Source: an optimization exercise on an open RTL-to-GDS flow (aim: small area). Production flows keep margins and buffers that such runs may drop. In this exercise RTL edits were held to simulation tests only and were not proved equivalent to the original. No activity file was given, so power comes from the tool's default toggle rates.

===== flow/design.v =====
module Block(clk, en, rst, start, ballx, bally, x, y, hitx, topbotcol, LRcol);
input clk, en, rst, start;
input [9:0] ballx, bally, x, y;
output reg hitx, topbotcol, LRcol;
reg [3:0] S, NS;
parameter
Start = 4'd0,
init = 4'd1,
display = 4'd2,
hit = 4'd3,
tb = 4'd4,
lr = 4'd5;
always@(posedge clk or negedge rst)
begin
    if(rst == 1'b0)
        S <= Start;
    else if(en)
        S <= NS;
end
always@(*)
case(S)
    Start:
        NS = init;
    init:
        NS = display;
    display:
        if((ballx > x && ballx < x + 40 && bally == y) || (ballx > x && ballx < x + 40 && bally == y + 20))
            NS = tb;
        else if((bally > y && bally < y + 20 && (ballx == x || ballx == x + 1)) || (bally > y && bally < y + 20 && (ballx == x + 40 || ballx == x + 39)))
            NS = lr;
		  else
			   NS = display;
	 lr:
		NS = hit;
	 tb:
	   NS = hit;
    hit:
        NS = hit;
    default:
        NS = S;
endcase
always@(posedge clk or negedge rst)
begin
    if(rst == 1'b0)
    begin
        hitx <= 1'b0;
        topbotcol <= 1'b0;
        LRcol <= 1'b0;
    end
    else if(en)
    begin
        case(S)
            init:
				begin
                hitx <= 1'b0;
                topbotcol <= 1'b0;
                LRcol <= 1'b0;
				end
            display:
				begin
					 begin
                    hitx <= 1'b0;
					 end
				end
				tb:
				begin
                   topbotcol <= 1'b1;
                   hitx <= 1'b1;
				end
				lr:
				begin
                   LRcol <= 1'b1;
                   hitx <= 1'b1;
				end
            hit:
				begin
                topbotcol <= 1'b0;
                LRcol <= 1'b0;
                hitx <= 1'd1;
				end
        endcase
    end
end
endmodule
module Ballmove(rst, clk, clk60, start, topbotcol, LRcol, topbotcol2, LRcol2, topbotcol3, LRcol3, topbotcol4, LRcol4, topbotcol5, LRcol5, topbotcol6, LRcol6, topbotcol7, LRcol7, topbotcol8, LRcol8, topbotcol9, LRcol9, topbotcol10, LRcol10, topbotcol11, LRcol11, topbotcol12, LRcol12, topbotcol13, LRcol13, topbotcol14, LRcol14, topbotcol15, LRcol15, topbotcol16, LRcol16, ceilingcol, walcol, padcol, padAng, ballx, bally, L);
input rst, clk, clk60, start,topbotcol, LRcol, topbotcol2, LRcol2, topbotcol3, LRcol3, topbotcol4, LRcol4, topbotcol5, LRcol5, topbotcol6, LRcol6, topbotcol7, LRcol7, topbotcol8, LRcol8, topbotcol9, LRcol9, topbotcol10, LRcol10, topbotcol11, LRcol11, topbotcol12, LRcol12, topbotcol13, LRcol13, topbotcol14, LRcol14, topbotcol15, LRcol15, topbotcol16, LRcol16, padcol, ceilingcol, walcol;
input [2:0] padAng;
output reg [9:0] ballx, bally;
output reg L;
reg [3:0] S, NS;
reg [2:0] movex, movey;
reg UD;
reg [2:0] LR;
parameter
Start = 4'd0,
Startpos = 4'd1,
Startmove = 4'd2,
Move = 4'd3,
SwitchL = 4'd4,
SwitchR = 4'd8,
Switchy = 4'd5,
Padcol = 4'd6,
Done = 4'd7,
Startx = 10'd160,
Starty = 10'd100;
always@(posedge clk or negedge rst)
begin
    if(rst == 1'b0)
        S <= Start;
    else if(clk60)
        S <= NS;
end
always@(*)
begin
    case(S)
        Start:
            NS = Startpos;
        Startpos:
         if(start == 1'b0)
				NS = Startmove;
			else
				NS = Startpos;
		Startmove:
			NS = Move;
		Move:
			if(topbotcol == 1'b1 || topbotcol2 == 1'b1 || topbotcol3 == 1'b1 || topbotcol4 == 1'b1 || topbotcol5 == 1'b1 || topbotcol6 == 1'b1 || topbotcol7 == 1'b1 || topbotcol8 == 1'b1 || topbotcol9 == 1'b1 || topbotcol10 == 1'b1 || topbotcol11 == 1'b1 || topbotcol12 == 1'b1 || topbotcol13 == 1'b1 || topbotcol14 == 1'b1 || topbotcol15 == 1'b1 || topbotcol16 == 1'b1)
				NS = Switchy;
			else
			if(bally == 10'd1)
				NS = Switchy;
			else
			if(ballx == 10'd2)
				NS = SwitchL;
			else
			if(ballx == 10'd1)
				NS = SwitchL;
			else
			if(ballx == 10'd318)
				NS = SwitchR;
			else
			if(ballx == 10'd319)
				NS = SwitchR;
			else
			if(LRcol == 1'b1 || LRcol2 == 1'b1 || LRcol3 == 1'b1 || LRcol4 == 1'b1 || LRcol5 == 1'b1 || LRcol6 == 1'b1 || LRcol7 == 1'b1 || LRcol8 == 1'b1 || LRcol9 == 1'b1 || LRcol10 == 1'b1 || LRcol11 == 1'b1 || LRcol12 == 1'b1 || LRcol13 == 1'b1 || LRcol14 == 1'b1 || LRcol15 == 1'b1 || LRcol16 == 1'b1)
				NS = SwitchL;
			else
			if(padcol == 1'b1)
				NS = Padcol;
			else
			if(bally == 240)
				NS = Done;
			else
				NS = Move;
		Switchy:
			NS = Move;
		SwitchL:
			NS = Move;
		SwitchR:
			NS = Move;
		Padcol:
			NS = Move;
		Done:
			NS = Done;
		default:
			NS = S;
	endcase
end
always@(posedge clk or negedge rst)
begin
	if(rst == 1'b0)
	begin
		ballx <= 10'd160;
		bally <= 10'd100;
		UD <= 1'b0;
		LR <= 3'd0;
		L <= 1'b0;
		movex <= 3'd0;
		movey <= 3'd0;
	end
	else if(clk60)
	begin
		case(S)
			Start: 
			begin
				ballx <= 10'd160;
				bally <= 10'd100;
			end
			Startmove:
			begin
				movex <= 3'd0;
				movey <= 3'd1;
			end
			Move:
			begin
			if(UD == 1'b0 && LR == 3'd0)
			begin
				ballx <= ballx;
				bally <= bally + 1;
			end
			else if(UD == 1'b0 && LR == 3'd1)
			begin
				ballx <= ballx - 1;
				bally <= bally + 1;
			end
			else if(UD == 1'b0 && LR == 3'd2)
			begin
				ballx <= ballx - 2;
				bally <= bally + 1;
			end
			else if(UD == 1'b0 && LR == 3'd3)
			begin
				ballx <= ballx + 1;
				bally <= bally + 1;
			end
			else if(UD == 1'b0 && LR == 3'd4)
			begin
				ballx <= ballx + 2;
				bally <= bally + 1;
			end
			else if(UD == 1'b1 && LR == 3'd0)
			begin
				ballx <= ballx;
				bally <= bally - 1;
			end
			else if(UD == 1'b1 && LR == 3'd1)
			begin
				ballx <= ballx - 1;
				bally <= bally - 1;
			end
			else if(UD == 1'b1 && LR == 3'd2)
			begin
				ballx <= ballx - 2;
				bally <= bally - 1;
			end
			else if(UD == 1'b1 && LR == 3'd3)
			begin
				ballx <= ballx + 1;
				bally <= bally - 1;
			end
			else if(UD == 1'b1 && LR == 3'd4)
			begin
				ballx <= ballx + 2;
				bally <= bally - 1;
			end
			else
			begin
				bally <= ballx;
				bally <= bally;
			end
			end
			Switchy:
			begin
				if(UD == 1'b1)
				begin
					bally <= bally + 2;
					UD <= 1'b0;
				end
				else
				begin
					bally <= bally - 2;
					UD <= 1'b1;
				end
			end
			SwitchL:
			begin
				if(LR == 3'd1)
				begin
					ballx <= ballx + 2;
					LR <= 3'd3;
				end
				else if(LR == 3'd2)
				begin
					ballx <= ballx + 3;
					LR <= 3'd4;
				end
				else
				begin
					LR <= LR;
				end
			end
			SwitchR:
			begin
				if(LR == 3'd3)
				begin
					ballx <= ballx - 2;
					LR <= 3'd1;
				end
				else if(LR == 3'd4)
				begin
					ballx <= ballx - 3;
					LR <= 3'd2;
				end
				else
				begin
					LR <= LR;
				end
			end
			Padcol:
			begin
				bally <= bally - 1;
				UD <= 1'b1;
				case(padAng)
					3'd0:
					begin
						LR <= 3'd2;
					end
					3'd1:
					begin
						LR <= 3'd1;
					end
					3'd2:
					begin
						LR <= 3'd0;
					end
					3'd3:
					begin
						LR <= 3'd3;
					end
					3'd4:
					begin
						LR <= 3'd4;
					end
				endcase
			end
			Done:
			begin
				L <= 1'b1;
			end
		endcase
	end
end
endmodule
module Paddlemove(rst, clk, clk60, L, R, start, ballx, bally, padx, pady, Padcol, PadAng);
input rst, clk, clk60, L, R, start;
input [9:0] ballx, bally;
output reg Padcol;
output reg [2:0] PadAng;
output reg [9:0] padx, pady;
reg [3:0] S,NS;
parameter
PadW = 8'd80,
PadH = 5'd20,
PadStartX = 10'd100,
PadStartY = 10'd200,
ScreenW = 10'd320,
ScreenH = 10'd240,
Start = 4'd0,
Wait = 4'd1,
MoveL = 4'd2,
MoveR = 4'd3;
always@(posedge clk or negedge rst)
begin
    if(rst == 1'b0)
        S <= Start;
    else if(clk60)
        S <= NS;
end
always@(*)
    case(S)
        Start:
            if(start == 1'b0)
                NS = Wait;
            else
                NS = Start;
        Wait:
            if(L == 1'b0)
                NS = MoveL;
            else
            if(R == 1'b0)
                NS = MoveR;
            else
            if(L^~R == 1'b0)
                NS = Wait;
            else
                NS = Wait;
        MoveL:
            if(L == 1'b0)
                NS = MoveL;
            else
                NS = Wait;
        MoveR:
            if(R == 1'b0)
                NS = MoveR;
            else
                NS = Wait;
        default:
            NS = S;
    endcase
always@(posedge clk or negedge rst)
begin
    if(rst == 1'b0)
    begin
        padx <= PadStartX;
        pady <= PadStartY;
        Padcol <= 1'b0;
        PadAng <= 3'd0;
    end
    else if(clk60)
    begin
        case(S)
            Wait:
				begin
                if(ballx > padx && ballx < padx + 17 && bally == pady)
					 begin
                    Padcol <= 1'b1;
                    PadAng <= 3'd0;
					 end
                else
                if(ballx > padx + 16 && ballx < padx + 33 && bally == pady)
					 begin
                    Padcol <= 1'b1;
                    PadAng <= 3'd1;
					 end
                else
                if(ballx > padx + 32 && ballx < padx + 49 && bally == pady)
					 begin
                    Padcol <= 1'b1;
                    PadAng <= 3'd2;
					 end
                else
                if(ballx > padx + 48 && ballx < padx + 65 && bally == pady)
					 begin
                    Padcol <= 1'b1;
                    PadAng <= 3'd3;
					 end
                else
                if(ballx > padx + 64 && ballx < padx + 80 && bally == pady)
					 begin
                    Padcol <= 1'b1;
                    PadAng <= 3'd4;
					 end
                else
					 begin
                    padx <= padx;
                    Padcol <= 1'b0;
					 end
            end
            MoveL:
				begin
                if(ballx > padx && ballx < padx + 17 && bally == pady)
					 begin
                    Padcol <= 1'b1;
                    PadAng <= 3'd0;
					 end
                else
                if(ballx > padx + 16 && ballx < padx + 33 && bally == pady)
					 begin
                    Padcol <= 1'b1;
                    PadAng <= 3'd1;
					 end
                else
                if(ballx > padx + 32 && ballx < padx + 49 && bally == pady)
					 begin
                    Padcol <= 1'b1;
                    PadAng <= 3'd2;
					 end
                else
                if(ballx > padx + 48 && ballx < padx + 65 && bally == pady)
					 begin
                    Padcol <= 1'b1;
                    PadAng <= 3'd3;
					 end
                else
                if(ballx > padx + 64 && ballx < padx + 80 && bally == pady)
					 begin
                    Padcol <= 1'b1;
                    PadAng <= 3'd4;
					 end
                else
                if(padx == 10'd0)
					 begin
                    padx <= padx;
					 end
                else
					 begin
                    padx <= padx - 1;
                    Padcol <= 1'b0;
					 end
				end
            MoveR:
				begin
                if(ballx > padx && ballx < padx + 17 && bally == pady)
					 begin
                    Padcol <= 1'b1;
                    PadAng <= 3'd0;
					 end
                else
                if(ballx > padx + 16 && ballx < padx + 33 && bally == pady)
					 begin
                    Padcol <= 1'b1;
                    PadAng <= 3'd1;
					 end
                else
                if(ballx > padx + 32 && ballx < padx + 49 && bally == pady)
					 begin
                    Padcol <= 1'b1;
                    PadAng <= 3'd2;
					 end
                else
                if(ballx > padx + 48 && ballx < padx + 65 && bally == pady)
					 begin
                    Padcol <= 1'b1;
                    PadAng <= 3'd3;
					 end
                else
                if(ballx > padx + 64 && ballx < padx + 80 && bally == pady)
					 begin
                    Padcol <= 1'b1;
                    PadAng <= 3'd4;
					 end
                else
                if(padx == 10'd240)
					 begin
                    padx <= padx;
					 end
                else
					 begin
                    padx <= padx + 1;
                    Padcol <= 1'b0;
					 end
				end
            endcase
		end
	end
endmodule
module Display(clk, rst, x, y, ballx, bally, paddlex, paddley, block1x, block1y, block2x, block2y, block3x, block3y, block4x, block4y, block5x, block5y, block6x, block6y, block7x, block7y, block8x, block8y, block9x, block9y, block10x, block10y, block11x, block11y, block12x, block12y, block13x, block13y, block14x, block14y, block15x, block15y, block16x, block16y, hit1, hit2, hit3, hit4, hit5, hit6, hit7, hit8, hit9, hit10, hit11, hit12, hit13, hit14, hit15, hit16, start, done, L, W, color);
input clk, rst, start, hit1, hit2, hit3, hit4, hit5, hit6, hit7, hit8, hit9, hit10, hit11, hit12, hit13, hit14, hit15, hit16, done, W, L;
input [9:0] x, y, ballx, bally, paddlex, paddley, block1x, block1y, block2x, block2y, block3x, block3y, block4x, block4y, block5x, block5y, block6x, block6y, block7x, block7y, block8x, block8y, block9x, block9y, block10x, block10y, block11x, block11y, block12x, block12y, block13x, block13y, block14x, block14y, block15x, block15y, block16x, block16y;
output reg [2:0] color;
reg [8:0] shift;
reg [7:0] S, NS;
parameter
Start = 8'd0,
xypos = 8'd1,
black = 8'd2,
colour = 8'd3,
white = 8'd4,
Begin = 8'd5,
Win = 8'd6,
Loss = 8'd7;
always@(posedge clk or negedge rst)
begin
	if(rst == 1'b0)
		S<= Start;
	else 
		S<= NS;
end
always@(*)
begin
case(S)
	Start:
		if(start == 1'b0)
			NS = xypos;
		else
			NS = Start;
	xypos:
		if((x > paddlex && x < paddlex + 80 && y < paddley + 10 && y > paddley) || (x > ballx - 2 && x < ballx + 2 && y > bally - 2 && y < bally + 2) && L == 1'b0 && W == 1'b0)
			NS = black;
		else if(x > block1x && x < block1x + 40 && y > block1y && y < block1y + 20 && hit1 == 1'b0 && L == 1'b0 && W == 1'b0)
			NS = colour;
		else if(x > block2x && x < block2x + 40 && y > block2y && y < block2y + 20 && hit2 == 1'b0 && L == 1'b0 && W == 1'b0)
			NS = colour;
		else if(x > block3x && x < block3x + 40 && y > block3y && y < block3y + 20 && hit3 == 1'b0 && L == 1'b0 && W == 1'b0)
			NS = colour;
		else if(x > block4x && x < block4x + 40 && y > block4y && y < block4y + 20 && hit4 == 1'b0 && L == 1'b0 && W == 1'b0)
			NS = colour;
		else if(x > block5x && x < block5x + 40 && y > block5y && y < block5y + 20 && hit5 == 1'b0 && L == 1'b0 && W == 1'b0)
			NS = colour;
		else if(x > block6x && x < block6x + 40 && y > block6y && y < block6y + 20 && hit6 == 1'b0 && L == 1'b0 && W == 1'b0)
			NS = colour;
		else if(x > block7x && x < block7x + 40 && y > block7y && y < block7y + 20 && hit7 == 1'b0 && L == 1'b0 && W == 1'b0)
			NS = colour;
		else if(x > block8x && x < block8x + 40 && y > block8y && y < block8y + 20 && hit8 == 1'b0 && L == 1'b0 && W == 1'b0)
			NS = colour;
		else if(x > block9x && x < block9x + 40 && y > block9y && y < block9y + 20 && hit9 == 1'b0 && L == 1'b0 && W == 1'b0)
			NS = colour;
		else if(x > block10x && x < block10x + 40 && y > block10y && y < block10y + 20 && hit10 == 1'b0 && L == 1'b0 && W == 1'b0)
			NS = colour;
		else if(x > block11x && x < block11x + 40 && y > block11y && y < block11y + 20 && hit11 == 1'b0 && L == 1'b0 && W == 1'b0)
			NS = colour;
		else if(x > block12x && x < block12x + 40 && y > block12y && y < block12y + 20 && hit12 == 1'b0 && L == 1'b0 && W == 1'b0)
			NS = colour;
		else if(x > block13x && x < block13x + 40 && y > block13y && y < block13y + 20 && hit13 == 1'b0 && L == 1'b0 && W == 1'b0)
			NS = colour;
		else if(x > block14x && x < block14x + 40 && y > block14y && y < block14y + 20 && hit14 == 1'b0 && L == 1'b0 && W == 1'b0)
			NS = colour;
		else if(x > block15x && x < block15x + 40 && y > block15y && y < block15y + 20 && hit15 == 1'b0 && L == 1'b0 && W == 1'b0)
			NS = colour;
		else if(x > block16x && x < block16x + 40 && y > block16y && y < block16y + 20 && hit16 == 1'b0 && L == 1'b0 && W == 1'b0)
			NS = colour;
		else if(L == 1'b1)
			NS = Loss;
		else if(W == 1'b1)
			NS = Win;
		else 
			NS = white;
	black:
		NS = xypos;
	colour:
		NS = xypos;
	white:
		NS = xypos;
	Win:
		NS = xypos;
	Loss:
		NS = xypos;
	default:
		NS = S;
endcase
end
always@(posedge clk or negedge rst)
begin
	if(rst == 1'b0)
	begin
		color <= 3'b111;
	end
	else
	begin
		case (S)
			Start:
			begin
			color <= 3'b000;
			end
			black:
			begin
			color <= 3'b001;
			end
			colour:
			begin
			color <= 3'b010;
			end
			white:
			begin
			color <= 3'b011;
			end
			Win:
			begin
			color <= 3'b100;
			end
			Loss:
			begin
			color <= 3'b101;
			end
			default:
			begin
			color <= 3'b111;
			end
		endcase
	end
end
endmodule
module BreakoutControl(clk_50, strt, rst, L, R, tick, color, pix_x, pix_y, ball_x, ball_y, pad_x, bricks, win, lose);
input clk_50;
input strt, rst, L, R;
input tick;
output [2:0] color;
output [8:0] pix_x;
output [7:0] pix_y;
output [9:0] ball_x;
output [9:0] ball_y;
output [9:0] pad_x;
output [15:0] bricks;
output win, lose;
parameter 
Start = 4'd0,
Play = 4'd1,
Win = 4'd2,
Lose = 4'd3,
block1x = 10'd1,
block1y = 10'd50,
block2x = 10'd41,
block2y = 10'd50,
block3x = 10'd81,
block3y = 10'd50,
block4x = 10'd121,
block4y = 10'd50,
block5x = 10'd161,
block5y = 10'd50,
block6x = 10'd201,
block6y = 10'd50,
block7x = 10'd241,
block7y = 10'd50,
block8x = 10'd281,
block8y = 10'd50,
block9x = 10'd1,
block9y = 10'd19,
block10x = 10'd41,
block10y = 10'd19,
block11x = 10'd81,
block11y = 10'd19,
block12x = 10'd121,
block12y = 10'd19,
block13x = 10'd161,
block13y = 10'd19,
block14x = 10'd201,
block14y = 10'd19,
block15x = 10'd241,
block15y = 10'd19,
block16x = 10'd281,
block16y = 10'd19;
wire [2:0] color;
reg [3:0] S,NS;
reg W, done, start_state, ph25; 
reg [9:0] x, y;
wire [9:0] ballx, bally, padx, pady;
wire [2:0] PadAng;
wire padcol, topbotcol, LRcol, topbotcol2, LRcol2, topbotcol3, LRcol3, topbotcol4, LRcol4, topbotcol5, LRcol5, topbotcol6, LRcol6, topbotcol7, LRcol7, topbotcol8, LRcol8, topbotcol9, LRcol9, topbotcol10, LRcol10, topbotcol11, LRcol11, topbotcol12, LRcol12, topbotcol13, LRcol13, topbotcol14, LRcol14, topbotcol15, LRcol15, topbotcol16, LRcol16, ceilingcol, walcol, Lo;
wire Hit1, Hit2, Hit3, Hit4, Hit5, Hit6, Hit7, Hit8, Hit9, Hit10, Hit11, Hit12, Hit13, Hit14, Hit15, Hit16;
wire clk60;
assign clk60 = tick;
Paddlemove pad(rst, clk_50, clk60, L, R, strt, ballx, bally, padx, pady, padcol, PadAng);
Block blk1(clk_50, clk60, rst, strt, ballx, bally, block1x, block1y, Hit1, topbotcol, LRcol);
Block blk2(clk_50, clk60, rst, strt, ballx, bally, block2x, block2y, Hit2, topbotcol2, LRcol2);
Block blk3(clk_50, clk60, rst, strt, ballx, bally, block3x, block3y, Hit3, topbotcol3, LRcol3);
Block blk4(clk_50, clk60, rst, strt, ballx, bally, block4x, block4y, Hit4, topbotcol4, LRcol4);
Block blk5(clk_50, clk60, rst, strt, ballx, bally, block5x, block5y, Hit5, topbotcol5, LRcol5);
Block blk6(clk_50, clk60, rst, strt, ballx, bally, block6x, block6y, Hit6, topbotcol6, LRcol6);
Block blk7(clk_50, clk60, rst, strt, ballx, bally, block7x, block7y, Hit7, topbotcol7, LRcol7);
Block blk8(clk_50, clk60, rst, strt, ballx, bally, block8x, block8y, Hit8, topbotcol8, LRcol8);
Block blk9(clk_50, clk60, rst, strt, ballx, bally, block9x, block9y, Hit9, topbotcol9, LRcol9);
Block blk10(clk_50, clk60, rst, strt, ballx, bally, block10x, block10y, Hit10, topbotcol10, LRcol10);
Block blk11(clk_50, clk60, rst, strt, ballx, bally, block11x, block11y, Hit11, topbotcol11, LRcol11);
Block blk12(clk_50, clk60, rst, strt, ballx, bally, block12x, block12y, Hit12, topbotcol12, LRcol12);
Block blk13(clk_50, clk60, rst, strt, ballx, bally, block13x, block13y, Hit13, topbotcol13, LRcol13);
Block blk14(clk_50, clk60, rst, strt, ballx, bally, block14x, block14y, Hit14, topbotcol14, LRcol14);
Block blk15(clk_50, clk60, rst, strt, ballx, bally, block15x, block15y, Hit15, topbotcol15, LRcol15);
Block blk16(clk_50, clk60, rst, strt, ballx, bally, block16x, block16y, Hit16, topbotcol16, LRcol16);
Ballmove ball(rst, clk_50, clk60, strt, topbotcol, LRcol, topbotcol2, LRcol2, topbotcol3, LRcol3, topbotcol4, LRcol4, topbotcol5, LRcol5, topbotcol6, LRcol6, topbotcol7, LRcol7, topbotcol8, LRcol8, topbotcol9, LRcol9, topbotcol10, LRcol10, topbotcol11, LRcol11, topbotcol12, LRcol12, topbotcol13, LRcol13, topbotcol14, LRcol14, topbotcol15, LRcol15, topbotcol16, LRcol16, ceilingcol, walcol, padcol, PadAng, ballx, bally, Lo);
Display dis(clk_50, rst, x, y, ballx, bally, padx, pady, block1x, block1y, block2x, block2y, block3x, block3y, block4x, block4y, block5x, block5y, block6x, block6y, block7x, block7y, block8x, block8y, block9x, block9y, block10x, block10y, block11x, block11y, block12x, block12y, block13x, block13y, block14x, block14y, block15x, block15y, block16x, block16y, Hit1, Hit2, Hit3, Hit4, Hit5, Hit6, Hit7, Hit8, Hit9, Hit10, Hit11, Hit12, Hit13, Hit14, Hit15, Hit16, strt, done, Lo, W, color);
assign pix_x = x[8:0];
assign pix_y = y[7:0];
assign ball_x = ballx;
assign ball_y = bally;
assign pad_x = padx;
assign bricks = {Hit16, Hit15, Hit14, Hit13, Hit12, Hit11, Hit10, Hit9, Hit8, Hit7, Hit6, Hit5, Hit4, Hit3, Hit2, Hit1};
assign win = W;
assign lose = Lo;
always @(posedge clk_50 or negedge rst) begin
	if (rst == 1'b0) begin
		ph25 <= 0;
	end else begin
		ph25 <= ~ph25;
	end
end
always @(posedge clk_50 or negedge rst) begin
	if (rst == 1'b0) begin
		x <= 0;
		y <= 0;
	end else if (ph25 == 1'b0) begin
		if (x == 10'd320) begin
			x <= 0;
			if (y == 10'd240) begin
				y <= 0;
			end else begin
				y <= y + 10'd1;
			end
		end else begin
			x <= x + 10'd1;
		end
	end
end
always@(posedge clk_50 or negedge rst)
begin
	if(rst == 1'b0)
		S<= Start;
	else 
		S<= NS;
end
always@(*)
begin
case(S)
	Start:
		if(strt == 1'b0)
			NS = Play;
		else 
			NS = Start;
	Play:
		if(Hit1 == 1'b1 && Hit2 == 1'b1 && Hit3 == 1'b1 && Hit4 == 1'b1 && Hit5 == 1'b1 && Hit6 == 1'b1 && Hit7 == 1'b1 && Hit8 == 1'b1 && Hit9 == 1'b1 && Hit10 == 1'b1 && Hit11 == 1'b1 && Hit12 == 1'b1 && Hit13 == 1'b1 && Hit14 == 1'b1 && Hit15 == 1'b1 && Hit16 == 1'b1)
			NS = Win;
		else 
			if(Lo == 1'b1)
				NS = Lose;
			else
			NS = Play;
	Win:
		NS = Win;
	Lose: 
		NS = Lose;
	default:
		NS = S;
endcase
end
always@(posedge clk_50 or negedge rst)
begin
	if(rst == 1'b0)
	begin 
		done <= 1'b0;
		W <= 1'b0;
		start_state <= 1'b1;
	end
	else 
	begin
		case (S)
			Start:
			begin
				done <= 1'b0;
				W <= 1'b0;
			end
			Win:
			begin
				W <= 1'b1;
			end
		endcase
	end
end
endmodule	

===== flow/run.sh =====
#!/bin/bash
# synth_recipe.tcl (not shown) runs the flow's synth.tcl, then flattens the netlist and writes it again
# the make line also repeats each setting of config.mk as NAME=value (left out here)
make -C /OpenROAD-flow-scripts/flow DESIGN_CONFIG=/design/flow/config.mk WORK_HOME=/design/flow/orfs CLKGATE_MAP_FILE= SYNTH_SCRIPT=/design/flow/synth_recipe.tcl finish

===== flow/config.mk =====
export PLATFORM = sky130hd
export DESIGN_NAME = BreakoutControl
export DESIGN_NICKNAME = BreakoutControl
export VERILOG_FILES = /design/flow/design.v
export SDC_FILE = /design/flow/constraint.sdc
export NUM_CORES = 4
export LEC_CHECK = 0
export CAP_MARGIN = 20
export CORE_MARGIN = 2
export CORE_UTILIZATION = 40
export SLEW_MARGIN = 20

===== flow/constraint.sdc =====
create_clock -name core_clock -period 10.0 [get_ports {clk_50}]
set_input_delay 2.0000 -clock core_clock [delete_from_list [all_inputs] [get_ports {clk_50}]]
set_output_delay 2.0000 -clock core_clock [all_outputs]
set_load 0.01 [all_outputs]

==> flow_summary.yaml <==
worst_setup_path:
  worst_setup_path_end_kind: "flop"
  r2r-end: "dis.S[1]"
  critPathSlowestCell: "dfrtp_1"
  cp_top_family: "simple AND/OR/NAND/NOR gates"
  slowest_delay_ns: 0.68
  cp.required_ns: 10.33
  r2r_start: "ball.ballx[1]"
  critPathKind: "reg -> reg"
  worstPathMaxFanout: 16
  arrival_ns: 4.98
  crit_buf_inv: 2
  ff2ff_path_depth: 14
  crit_chain: "inv_1 > ha_1 > nor3b_1 > nand3_1 > xnor2_1 > inv_1 > ha_1 > a211oi_1 > a22oi_1 > o2111ai_1 > nor4_1 > and4_1 > nor4b_1 > a211oi_1"
  critPathLaunchType: "flop"
  cp-startpoint: "ball.ballx[1]"
  r2r_slack_ns: 5.35
min_path:
  hold_depth: 2
  hp-start: "S[1]"
  hold_end: "S[1]"
  hold_class: "reg -> reg"
logic_synthesis:
  synth_edf_count: 0
  post_synth.cell_area_avg_um2: 7.91
  synth.distinct_cells: 89
  synth_warnings: 5
  ys_seq_elements: 171
  seq_area_frac_synth_pct: 26.5
  yosysTopAreaCellShare_pct: 24.7
  netlist_instances: 2050
  synth_fp_nets: 2214
  synth_area_um2: 16200
  ys.flop_type: "dfrtp_1"
  async_flop_share_pct: 100
  synth_area_leaders: "dfrtp_1 25%, ha_1 12%, xnor2_1 5.1%"
  synth_top_area_cell: "dfrtp_1"
placed_design:
  gp_congestion: 0.973
  port_buffers: 73
  dp_hpwl_um: 39800
clock_tree:
  cts-buffers-inserted: 17
  clkTransAtPathRegs_ns: 0.08
  htreeDepth: 4
  cts_resized: 0
  cts_buffer_depth: 2
  cts-root-buf: "clkbuf_16"
  clock-sinks: 171
  postCtsSetupBuffers: 0
  postCtsHoldBufs: 0
  insertion_delay_ns: 0.47
  tritoncts: "built"
die:
  fp.coreArea_um2: 39900
  core.rowCount: 73
  ios: 74
  fp.dieW_um: 205
  start_util_pct: 40.6
  dieArea_um2: 42200
  chipHeight_um: 205
route:
  drt_iter0_markers: 1308
  totalWireLength_um: 54800
  ant_nets: 0
  first_pass_iters: 5
  avgRoutedWirePerCell_um: 21.4
  drc: 0
  vias: 16038
  viasPerCell: 6.27
cells_and_area:
  final_common_cell: "nand2_1"
  regArea_um2: 4290
  final_cell_mix: "196 x nand2_1, 175 x nor2_1, 160 x dfrtp_1"
  multi_input_area_um2: 10900
  area_growth_syn_to_layout_pct: 9.21
  drive_above_1_share_pct: 4.82
  fillers: 3960
  utilization_pct: 44.4
  nets: 2184
  antenna_cells: 0
grt:
  antenna_found_initial: 0
  grt_pass1_vias: 15012
  grt-ovfl-total: 0
  grt_use_total_pct: 25.9
  grt_pass1_wl_um: 85400
  grt_start_max_net_pins: 126
power_and_ir_drop:
  switching_share_pct: 50.4
  vdd_drop_max_mv: 0.137
  power_frac_clock_pct: 14.6
  combPwrFrac_pct: 60.3
  netSwitchingPower_w: 0.00247
  p_int_w: 0.00243
  p_leak_nw: 7.50
  seqPwrFrac_pct: 25.0
  power.density_nw_per_um2: 277
timing:
  clock_skew_ns: 0.0177
  fmax_mhz: 215
  post-route-period-util_pct: 46.5
  relSlewSlack_pct: 26.3
  period_needed_ns: 4.65
  worst_pin_slew_ns: 1.11
  rsz0062_at_grt: "no"
  hold_violations: 0
  finalSetupViolCount: 0
  finalSetupTns_ns: 0
  report.final.slew_viol_count: 0
run_status:
  status: "no timing/DRC/antenna violations"
job:
  drv_cap: 0
cell usage after synthesis (all sizes together) (35+ instances only):
| library cell | n |
|---|---|
| nor4 | 35 |
| nor2 | 175 |
| a21oi | 133 |
| dfrtp | 160 |
| a31oi | 36 |
| nand2 | 196 |
| inv | 89 |
| ha | 157 |
| clkbuf | 91 |
| nand3 | 57 |
| nand4 | 36 |
| nor3 | 61 |
| buf | 49 |
| xnor2 | 95 |
| o21ai | 158 |
area by class of cell:
class	instances	share of cell area (%)
Tap cell	525	3.71
Clock inverter	11	0.833
Multi-Input combinational cell	1647	61.7
Sequential cell	171	24.2
Inverter	92	1.95
Clock buffer	21	2.66
Timing Repair Buffer	91	4.90
per-layer routing:
metal / routed length (um) / vias to the layer above / GRT usage [%] / share of wire [%]
li1: - / 7471 / - / -
met1: 24200 / 7775 / 34.7 / 44
met2: 24900 / 671 / 41.7 / 45
met3: 3510 / 121 / 3.50 / 6.4
met4: 2140 / 0 / 11.7 / 3.9
met5: 0 / - / 0 / 0
worst reg2reg max path: stages, from the launching register on:
cell and delay [ns]:
dfrtp_1 0.68, inv_1 0.46, ha_1 0.40, nor3b_1 0.62
nand3_1 0.26, xnor2_1 0.26, inv_1 0.17, ha_1 0.34
a211oi_1 0.32, a22oi_1 0.11, o2111ai_1 0.10, nor4_1 0.10
and4_1 0.20, nor4b_1 0.38, a211oi_1 0.12
power groups by stage:
stage / registers, W / clock network [W] / logic, W
2_1_floorplan: 0.00103 / 0 / 0.00218
3_3_place_gp: 0.00123 / 0 / 0.00284
3_5_place_dp: 0.00123 / 0 / 0.00289
4_1_cts: 0.00122 / 0.000734 / 0.00291
5_1_grt: 0.00125 / 0.000756 / 0.00328
6_report: 0.00123 / 0.000718 / 0.00296
worst max-delay path by stage:
stage / to / slack (ns) / cells past startpoint
final: dis.S[1] / 5.35 / 14
after global routing: dis.S[1] / 5.13 / 14
after CTS: pad.padx[1] / 5.22 / 14
after detailed placement: pad.padx[1] / 5.24 / 14
after global placement: pad.padx[1] / 5.22 / 14
after floorplan: dis.S[1] / 6.30 / 16
sequential cells by signal, indices dropped and copies added, names as in the netlist, 4 cells and up:
signal      flops
y              10
ball.S          4
ball.ballx     10
ball.bally     10
pad.padx       10
x              10
kinds of logic (layout without fill, tap and decap cells):
logic type               after synthesis  count (layout)  synth area share [%]
AND/OR/NAND/NOR                      740             740                  22.9
AO/OA/AOI/OAI                        610             610                  24.5
buffers and inverters                232             215                  6.22
flip-flops                           171             171                  26.5
adder cells (fa/ha/maj)              158             158                  12.2
XOR/XNOR                             123             123                  6.64
multiplexers                          16              16                  1.01
metrics by stage:
stage	setup WS (ns)	hold slack (ns)	cell area, um2	cells	total power [W]
after floorplan	6.30	0.449	16200	2050	0.00321
after global placement	5.22	0.458	17100	2526	0.00407
after detailed placement	5.24	0.485	17100	2526	0.00412
after CTS	5.22	0.502	17700	2558	0.00486
after global routing	5.13	0.525	17700	2558	0.00529
final	5.35	0.497	17700	2558	0.00491

re-timing with driven ports:
The flow's constraints put no driver on any port. The routed layout listed below was extracted and timed again, unchanged, in two steps. Step 1 (the two cells are an assumption about what drives the block):
set clk [get_ports {clk_50}]
set_driving_cell -lib_cell sky130_fd_sc_hd__clkbuf_16 $clk
set_driving_cell -lib_cell sky130_fd_sc_hd__buf_2 [delete_from_list [all_inputs] $clk]
Step 2 adds t to the input delays and takes it off the output delays; t is the mean of the earliest and latest rising clock arrival at the registers after step 1. Input paths then give back, and output paths get back, about the clock's delay inside the block. Three values: no drivers, after step 1, after step 2; two values: the first two.
t (ns): 0.518
slack for setup (ns): 5.350 / 5.350 / 5.350
clock arrival spread, ns: 0.017 / 0.018
cell pins on the clock port's net: 1
After both steps setup and hold are still met in this run. The setup slack of this run moves by 0.000 ns with the drivers and by 0.000 ns with both steps.
